What follows belongs to an exercise in optimizing a design on an open flow for small area and a short achievable clock period; a production flow would make more cautious choices.
RTL that was checked went through simulation tests only; none was proved equivalent to the original.
Power and IR drop assume default switching activity.

==> v35 <==
## new_alu
module new_alu(i_op, i_arg_A, i_arg_B, i_clk, i_reset, o_result, o_status, o_op_rdy, o_alu_error);
==> flow/config.mk <==
export PLATFORM = sky130hd
export DESIGN_NAME = new_alu
export DESIGN_NICKNAME = new_alu
export VERILOG_FILES = /design/flow/design.v
export SDC_FILE = /design/flow/constraint.sdc
export NUM_CORES = 4
export LEC_CHECK = 0
export ABC_AREA = 1
export ABC_CLOCK_PERIOD_IN_PS = 6000
export CAP_MARGIN = 20
export CORE_MARGIN = 2
export CORE_UTILIZATION = 40
export SLEW_MARGIN = 20
==> flow/constraint.sdc <==
create_clock -name core_clock -period 18.0 [get_ports {i_clk}]
set_input_delay 3.6000 -clock core_clock [delete_from_list [all_inputs] [get_ports {i_clk}]]
set_output_delay 3.6000 -clock core_clock [all_outputs]
set_load 0.01 [all_outputs]
run.sh (not shown) runs the stock make flow with config.mk's settings and CLKGATE_MAP_FILE= SYNTH_SCRIPT=/design/flow/synth_recipe.tcl, a recipe that flattens the netlist after the stock synthesis.
==> v30: changes against v35 <==
Settings changed: ABC_AREA 1 to default, ABC_CLOCK_PERIOD_IN_PS 6000 to default.
==> v13: changes against v35 <==
Settings changed: ABC_CLOCK_PERIOD_IN_PS 6000 to default.
==> run summary <==
Outcome: v13 finished clean; v35 finished clean; v30 finished clean
Portion of the post-synthesis area used by sequential elements: v13 6.301%; v35 6.301%; v30 5.125%
Final Worst Setup Slack: v13 2.453 ns; v35 2.453 ns; v30 0.9012 ns
Min-Delay Path Depth: v13 3; v35 3; v30 4
Post-route core utilization: v13 46.50%; v35 46.50%; v30 48.02%
Simple logic cell fraction of the synthesized area: v13 40.53%; v35 40.53%; v30 27.20%
Wire length on met1: v13 5.931 mm; v35 5.931 mm; v30 8.057 mm
Comb group: v13 0.150 mW; v35 0.150 mW; v30 0.192 mW
Data required time of the critical path: v13 18.13 ns; v35 18.13 ns; v30 18.11 ns
Pwr/cell area: v13 47.04 nW/µm²; v35 47.04 nW/µm²; v30 48.76 nW/µm²
Clk power: v13 0.0219 mW; v35 0.0219 mW; v30 0.0452 mW
Buffer share of cell area: v13 8.328%; v35 8.328%; v30 10.61%
Ratio of cells with drive above 1 in the final layout: v13 10.25%; v35 10.25%; v30 13.88%
Overall routing resource usage: v13 25.43%; v35 25.43%; v30 27.07%
Arithmetic-cell share of the synthesized area counting full adders, half adders and majority gates: v13 13.59%; v35 13.59%; v30 11.05%
Setup repair after global routing missed its margin: v13 no; v35 no; v30 -
Inst Count DP: v13 799; v35 799; v30 830
Worst setup slack before clock tree synthesis: v13 2.262 ns; v35 2.262 ns; v30 0.1262 ns
DR WL met3: v13 736 µm; v35 736 µm; v30 1.222 mm
Global routing met2 resource utilization: v13 42.36%; v35 42.36%; v30 41.65%
Non-clk invs: v13 116; v35 116; v30 35
Final min period: v13 15.55 ns; v35 15.55 ns; v30 17.10 ns
Count of filler cells inserted in the layout: v13 1,007; v35 1,007; v30 1,200
First DRT Iteration DRCs: v13 374; v35 374; v30 609
Die ar.: v13 10,330 µm²; v35 10,330 µm²; v30 12,600 µm²
No functional check of the RTL was part of any run of this note.

* * *

==> juniper <==
Another version of the RTL of new_alu (not shown whole).
clock: 18.0 ns
lec_check: 0
abc_area: 1
cap_margin: 20
core_margin: 2
core_utilization: 40
slew_margin: 20
standard.sh (not shown) runs the stock make flow with config.mk's settings and CLKGATE_MAP_FILE= SYNTH_SCRIPT=/design/flow/synth_recipe.tcl, a recipe that flattens the netlist after the stock synthesis.
==> flow/flow/run.sh <==
#!/bin/bash
# The standard layout, with Yosys's full/half-adder cell extraction turned off
# (ADDER_MAP_FILE empty) so that ABC maps the adders' logic with the rest.
set -euo pipefail
bash standard.sh ADDER_MAP_FILE= finish > standard.log 2>&1
==> xenon (differences from juniper) <==
==> flow/flow/run.sh (replaced) <==
#!/bin/bash
# The standard layout (standard.sh), with these changes:
# - Yosys's full/half-adder cell extraction off (ADDER_MAP_FILE empty), so that
#   ABC maps the adders' logic together with the rest;
# - the port buffers are sky130_fd_sc_hd__buf_2 cells;
# - repair_timing aims at 0 ns of setup slack (SETUP_SLACK_MARGIN).
set -euo pipefail
bash standard.sh ADDER_MAP_FILE= "BUFFER_PORTS_ARGS=-buffer_cell sky130_fd_sc_hd__buf_2" SETUP_SLACK_MARGIN=0 finish > standard.log 2>&1
Settings changed: CORE_UTILIZATION 40 to 70.
==> run summary <==
xenon finished with timing, DRC and antenna clean. juniper completed without violations. Die area: xenon is smaller than juniper (about 40%). In sequential cell count, xenon and juniper do not differ. Synthesized cell count is the same in xenon and juniper. Count of clock-buffer cells in the layout is the same in xenon and juniper. Against xenon, the fmax of juniper is smaller by 9.5%. Against juniper, the total power of xenon is smaller by about 2.5%. In sequential power, xenon and juniper hardly differ. In area after synthesis, juniper and xenon do not differ. Of xenon and juniper, juniper has the higher worst hold slack (gap 350 ps). Between juniper and xenon, the lower clock power is in juniper (gap about 5%, measured against xenon).

-- static timing again, ports no longer ideal --
Ports are ideal in the flow. The routed layouts listed here were re-timed in OpenROAD.
Step 1 assumes that a clkbuf_16 drives the clock port and a buf_2 every other input.
Step 2 times the ports against the registers' clock, not the clock port: input delays grow and output delays shrink by t, the midpoint of the rising clock arrivals with the driver on.
a / b / c = ideal / step 1 / step 2; a / b = the first two.
| run | t (ns) | setup WS [ns] | worst setup path at the end | clock arrival spread, ns | cell pins on the clock port's net |
|---|---|---|---|---|---|
| v35 | 0.246 | 2.453 / 2.449 / 2.202 | input to register | 0.001 / 0.001 | 1 |
| v30 | 0.268 | 0.901 / 0.897 / 0.629 | input to register | 0.002 / 0.001 | 1 |
| v13 | 0.246 | 2.453 / 2.449 / 2.202 | input to register | 0.001 / 0.001 | 1 |
| juniper | 0.256 | 7.942 / 7.943 / 7.687 | input to register | 0.001 / 0.001 | 1 |
| xenon | 0.260 | 8.899 / 8.898 / 8.638 | input to register | 0.005 / 0.006 | 1 |
After both steps every run listed still meets setup and hold. The setup slack of v30, which loses most, moves by -0.004 ns with the drivers and by -0.272 ns with both steps.
